This is an optimization exercise on Yosys and OpenROAD, whose aim is small area, a short achievable clock period and few clock cycles, not a production implementation. At most, simulation tests tie the RTL to the original design; equivalence was not proved. Power is estimated from default activity; no workload was simulated.

## engine
module engine (
   input                      clk,
   input                      rst,
   output                     done,
   input    [63:0]            num_rows_in,
   input    [63:0]            rows_size_in,
   input    [63:0]            row_start_in,
   input    [63:0]            row_skip_in,
   input    [63:0]            hash_table_mask,
   input                      row_rq_stall_in,
   output                     row_rq_vld_out,
   output   [47:0]            row_rq_vadr_out,
   output                     row_rs_stall_out,
   input                      row_rs_vld_in,
   input    [63:0]            row_rs_data_in,
   input                      ll_afull_in,
   output                     ll_write_en_out,
   output   [47:0]            ll_address_out,
   output   [63:0]            ll_payload_out,
   input                      ht_rq_afull_in,
   output                     ht_rq_read_en_out,
   output   [47:0]            ht_rq_address_out,
   output   [63:0]            ht_rq_data_out,
   output                     ht_rs_afull_out,
   input                      ht_rs_write_en_in,
   input    [63:0]            ht_rs_data_in,
   input                      ll_update_afull_in,
   output                     ll_update_write_en_out,
   output   [47:0]            ll_update_addr_out,
   output   [63:0]            ll_update_data_out,
   input                      ll_rs_write_en_in
);
export LEC_CHECK = 0
export ABC_CLOCK_PERIOD_IN_PS = 5000
export CAP_MARGIN = 20
export CORE_MARGIN = 2
export CORE_UTILIZATION = 40
export SLEW_MARGIN = 20
create_clock -name core_clock -period 11.0 [get_ports {clk}]
standard.sh (not shown) runs the stock make flow with config.mk's settings and CLKGATE_MAP_FILE= SYNTH_SCRIPT=/design/flow/synth_recipe.tcl, a recipe that flattens the netlist after the stock synthesis.
==> flow/flow/run.sh <==
#!/bin/bash
# Layout: the standard flow (standard.sh: the standard synthesis, then
# ORFS floorplan to finish at the design's clock and constraints), with two
# changes to how the layout is optimised:
#  - the port buffers that buffer_ports inserts are buf_1 cells;
#  - repair_timing works towards a larger setup margin.
# make's full output goes to standard_finish.log in this folder.
set -uo pipefail
bash standard.sh \
   "BUFFER_PORTS_ARGS=-buffer_cell sky130_fd_sc_hd__buf_1" \
   SETUP_SLACK_MARGIN=6.0 \
   finish > standard_finish.log 2>&1
status=$?
tail -5 standard_finish.log
exit $status
Then changed:
Settings changed: CORE_UTILIZATION 40 to 60, CTS_CLUSTER_DIAMETER set to 150, CTS_CLUSTER_SIZE set to 20.
After rerunning: Sequential cell count stays the same; non-clock buffer count rises by 9; global-route usage rose by 12 points; cell count is lower by about 8%; utilization goes up by 21 points; combinational power shrinks by about 4%; wire length is lower by about 2.3%.
Then changed:
Settings changed: ABC_AREA set to 1, CORE_UTILIZATION 60 to 40, CTS_CLUSTER_DIAMETER 150 to not set, CTS_CLUSTER_SIZE 20 to not set.
What happened: Utilization decreases by 19 points. Routed wire length came out higher by about 3.3%. Cell count goes up by about 17%. First-iteration DRC count shrinks by about 20%. Power goes up by 14%. Global-route usage shrinks by 12 points. Register-to-register slack is better by 0.14 ns. Flip-flop and latch count stays the same. Hold slack is worse by 0.0095 ns. Worst setup slack improves by 0.13 ns.
No functional check of the RTL was part of any run of this note.

---

## run Z
Another version of the RTL of engine (not shown whole).
Size in the first run: ~4300 cells after synthesis, ~570 flip-flops, ~43000 µm² of cells after synthesis.
export LEC_CHECK = 0
export ABC_CLOCK_PERIOD_IN_PS = 5000
export CAP_MARGIN = 20
export CORE_MARGIN = 2
export CORE_UTILIZATION = 40
export SLEW_MARGIN = 20
create_clock -name core_clock -period 11.0 [get_ports {clk}]
==> flow/flow/run.sh <==
#!/bin/bash
# Layout: the standard flow (standard.sh: the standard synthesis, then
# ORFS floorplan to finish at the design's clock and constraints), with two
# changes to how the layout is optimised:
#  - the port buffers that buffer_ports inserts are buf_1 cells;
#  - repair_timing works towards a larger setup margin.
# make's full output goes to standard_finish.log in this folder.
set -uo pipefail
bash standard.sh \
   "BUFFER_PORTS_ARGS=-buffer_cell sky130_fd_sc_hd__buf_1" \
   SETUP_SLACK_MARGIN=5.5 \
   finish > standard_finish.log 2>&1
status=$?
tail -5 standard_finish.log
exit $status
Run Z finished end to end and its layout was clean on timing, DRC and antenna.
Inputs modified between run Z and run C:
Settings: setting SETUP_SLACK_MARGIN to 5 for the first time.
==> flow/run.sh (new file) <==
#!/bin/bash
# synth_recipe.tcl (not shown) runs the flow's synth.tcl, then flattens the netlist and writes it again
# the make line also repeats each setting of config.mk as NAME=value (left out here)
make -C /OpenROAD-flow-scripts/flow DESIGN_CONFIG=/design/flow/config.mk WORK_HOME=/design/flow/orfs CLKGATE_MAP_FILE= SYNTH_SCRIPT=/design/flow/synth_recipe.tcl finish
removed: flow/flow/run.sh
removed: flow/standard.sh
[summary]
- Looking at launching instance or port of the critical path, the row_skip_in[37] result is from run C; the row_skip_in[0] one comes from run Z.
- Compared with run Z, in run C total leakage power now sits higher; design area now sits higher; count of mapped cells out of synthesis now sits at about the same level; number of diodes now sits lower.
- Of run C and run Z, the run reporting the higher maximum resistive drop on vdd was run Z.
- Run C reports a lower footprint of the multi-input gates than run Z does.
No functional check of the RTL was part of any run of this note.

---

oak:
engine, a different RTL version from the one above (not shown whole).
For scale: ~4200 cells after synthesis, ~640 flip-flops, ~850 I/O pins.
export LEC_CHECK = 0
export ABC_CLOCK_PERIOD_IN_PS = 5000
export CAP_MARGIN = 20
export CORE_MARGIN = 2
export CORE_UTILIZATION = 60
export CTS_CLUSTER_DIAMETER = 150
export CTS_CLUSTER_SIZE = 20
export SLEW_MARGIN = 20
create_clock -name core_clock -period 11.0 [get_ports {clk}]
==> flow/flow/run.sh <==
#!/bin/bash
# Layout: the standard flow (standard.sh: the standard synthesis, then
# ORFS floorplan to finish at the design's clock and constraints), with two
# changes to how the layout is optimised:
#  - the port buffers that buffer_ports inserts are buf_1 cells;
#  - repair_timing works towards a larger setup margin.
# make's full output goes to standard_finish.log in this folder.
set -uo pipefail
bash standard.sh \
   "BUFFER_PORTS_ARGS=-buffer_cell sky130_fd_sc_hd__buf_1" \
   SETUP_SLACK_MARGIN=6.3 \
   finish > standard_finish.log 2>&1
status=$?
tail -5 standard_finish.log
exit $status
Every stage of the flow completed for oak, and the final layout passed the timing, design-rule and antenna checks.
Testbench counts of oak, summed over its fixed seeds: cycles 12,119.
What pine does differently from oak at the input level:
-- flow/flow/run.sh --
<<< oak, line 10
   "BUFFER_PORTS_ARGS=-buffer_cell sky130_fd_sc_hd__buf_1" \
   SETUP_SLACK_MARGIN=6.3 \
   finish > standard_finish.log 2>&1
>>> pine, line 10
   "BUFFER_PORTS_ARGS=-buffer_cell sky130_fd_sc_hd__buf_1" \
   SETUP_SLACK_MARGIN=6.0 \
   finish > standard_finish.log 2>&1
[summary]
- Against oak as the reference, pine delivers a lower post-layout instance area.
- When pine is measured against oak, its total chip power turns out 0.00055 W lower.
- Growth of design area from synthesis to finish ends up higher on oak.
- For final period utilization, oak and pine come out practically identical.
- Relative to oak, total routing usage reported by global routing has decreased by 1.3 points in pine.
- The setup fix buffers added after clock tree synthesis in pine was lower than what oak gave.
The following lists how birch was set up differently from pine:
Settings: an added PLACE_DENSITY of 0.72; a change of CORE_UTILIZATION from 60 to 70.
==> summary.txt <==
Looking at highest-delay cell along the critical path, the nand2b_4 result is from birch; the mux2_2 one comes from pine.
Going from pine to birch, number of tap cells inserted shrank by more than 10%.
Per the comparison of birch with pine, setup slack about even; arithmetic-cell share of the synthesized area counting full adders, half adders and majority gates did not really move.

---

== before ==
engine, a different RTL version from the one above (not shown whole).
For scale: ~5,300 cells after synthesis, roughly 570 flip-flops, about 850 I/O pins, ~48,000 sq um of cells after synthesis.
export LEC_CHECK = 0
export ABC_CLOCK_PERIOD_IN_PS = 5000
export CAP_MARGIN = 20
export CORE_MARGIN = 2
export CORE_UTILIZATION = 40
export SLEW_MARGIN = 20
create_clock -name core_clock -period 11.0 [get_ports {clk}]
==> flow/flow/run.sh <==
#!/bin/bash
# Layout: the standard flow (standard.sh: the standard synthesis, then
# ORFS floorplan to finish at the design's clock and constraints), with two
# changes to how the layout is optimised:
#  - the port buffers that buffer_ports inserts are buf_1 cells;
#  - repair_timing works towards a larger setup margin.
# make's full output goes to standard_finish.log in this folder.
set -uo pipefail
bash standard.sh \
   "BUFFER_PORTS_ARGS=-buffer_cell sky130_fd_sc_hd__buf_1" \
   SETUP_SLACK_MARGIN=6.0 \
   finish > standard_finish.log 2>&1
status=$?
tail -5 standard_finish.log
exit $status
The following lists how after was set up differently from before:
- setting SETUP_SLACK_MARGIN to 5 for the first time
==> flow/run.sh (new file) <==
#!/bin/bash
# synth_recipe.tcl (not shown) runs the flow's synth.tcl, then flattens the netlist and writes it again
# the make line also repeats each setting of config.mk as NAME=value (left out here)
make -C /OpenROAD-flow-scripts/flow DESIGN_CONFIG=/design/flow/config.mk WORK_HOME=/design/flow/orfs CLKGATE_MAP_FILE= SYNTH_SCRIPT=/design/flow/synth_recipe.tcl finish
removed: flow/flow/run.sh
removed: flow/standard.sh
==> comparison <==
- Taking before as the reference, in after power after layout decreased 3.4%; combinational gate power decreased about 4%; post-detailed-routing wire length increased about 0.7%; post-CTS setup buffer count decreased 39; final instance area increased 3.2%.
- Of after and before, the higher share of cell area taken by multi-input logic gates belongs to before.
- before has higher number of diodes added for antenna fixing than after.
Function was not checked in any run of this note: the RTL went through the layout flow alone.

---

engine, a different RTL version from the one above (not shown whole).
Size in the first run: ~640 flip-flops, roughly 850 I/O pins, roughly 45,000 µm² of cells after synthesis.
clock: 11.0 ns
lec_check: 0
abc_clock_period_in_ps: 5000
cap_margin: 20
core_margin: 2
core_utilization: 40
cts_buf_list: sky130_fd_sc_hd__clkbuf_4 sky130_fd_sc_hd__clkbuf_8
slew_margin: 20
==> flow/flow/run.sh <==
#!/bin/bash
# Layout: the standard flow (standard.sh: the standard synthesis, then
# ORFS floorplan to finish at the design's clock and constraints), with two
# changes to how the layout is optimised:
#  - the port buffers that buffer_ports inserts are buf_1 cells;
#  - repair_timing works towards a larger setup margin.
# make's full output goes to standard_finish.log in this folder.
set -uo pipefail
bash standard.sh \
   "BUFFER_PORTS_ARGS=-buffer_cell sky130_fd_sc_hd__buf_1" \
   SETUP_SLACK_MARGIN=6.0 \
   finish > standard_finish.log 2>&1
status=$?
tail -5 standard_finish.log
exit $status
Testbench counts at the start, summed over its fixed seeds: cycles 12,034.
Then changed:
- CTS_BUF_LIST: sky130_fd_sc_hd__clkbuf_4 sky130_fd_sc_hd__clkbuf_8 -> unset
=> The changed run passed the timing, design-rule and antenna checks; power grows by 2.8%; via count went down by 0.74%; synthesized cell count stays the same; register-to-register slack loses 30 ps; final area went up by 0.76%; routed wire length is about the same; worst hold slack barely changes; clock-buffer cell count drops by 81; die area stays the same.

## static timing again, ports no longer ideal
The flow's constraints put no driver on any port. The routed layouts listed below were extracted and timed again, unchanged, in two steps.
Step 1 assumes that a clkbuf_16 drives the clock port and a buf_2 every other input.
Step 2, shift: input delay + t, output delay - t, t = (earliest + latest rising clock arrival at the registers) / 2. This alone moves slack from input paths to output paths.
Slacks: no drivers / after step 1 / after step 2; pairs: no drivers / after step 1.
| run | t (ns) | setup slack, ns | hold slack, ns | clock arrival spread, ns | worst slew at a driven data input, ns |
|---|---|---|---|---|---|
| the first run of note 1 | 0.732 | 5.941 / 5.939 / 5.663 | 0.465 / 0.465 / 0.465 | 0.037 / 0.037 | 0.18 |
| the second run of note 1 | 0.677 | 5.880 / 5.880 / 5.539 | 0.475 / 0.475 / 0.475 | 0.050 / 0.050 | 0.22 |
| the third run of note 1 | 0.738 | 6.006 / 5.949 / 5.656 | 0.466 / 0.466 / 0.466 | 0.037 / 0.038 | 0.20 |
| run Z | 0.720 | 5.392 / 5.388 / 4.669 | 0.457 / 0.457 / 0.457 | 0.033 / 0.033 | 0.19 |
| run C | 0.732 | 5.020 / 5.048 / 4.316 | 0.456 / 0.456 / 0.456 | 0.025 / 0.024 | 0.17 |
| oak | 0.668 | 6.019 / 5.848 / 5.720 | 0.479 / 0.479 / 0.479 | 0.045 / 0.045 | 0.30 |
| pine | 0.667 | 6.003 / 5.825 / 5.449 | 0.472 / 0.472 / 0.472 | 0.036 / 0.037 | 0.42 |
| birch | 0.659 | 6.003 / 5.805 / 5.423 | 0.477 / 0.477 / 0.477 | 0.033 / 0.032 | 0.30 |
| before | 0.742 | 4.886 / 4.886 / 4.886 | 0.466 / 0.466 / 0.466 | 0.020 / 0.020 | 0.17 |
| after | 0.740 | 4.737 / 4.737 / 4.329 | 0.468 / 0.468 / 0.468 | 0.040 / 0.041 | 0.18 |
| the first run of note 5 | 0.883 | 5.724 / 5.690 / 4.807 | 0.457 / 0.457 / 0.457 | 0.046 / 0.046 | 0.19 |
| the second run of note 5 | 0.724 | 5.549 / 5.524 / 4.800 | 0.458 / 0.458 / 0.458 | 0.032 / 0.031 | 0.18 |
After both steps every run listed still meets setup and hold. The setup slack of the first run of note 5, which loses most, moves by -0.034 ns with the drivers and by -0.917 ns with both steps.
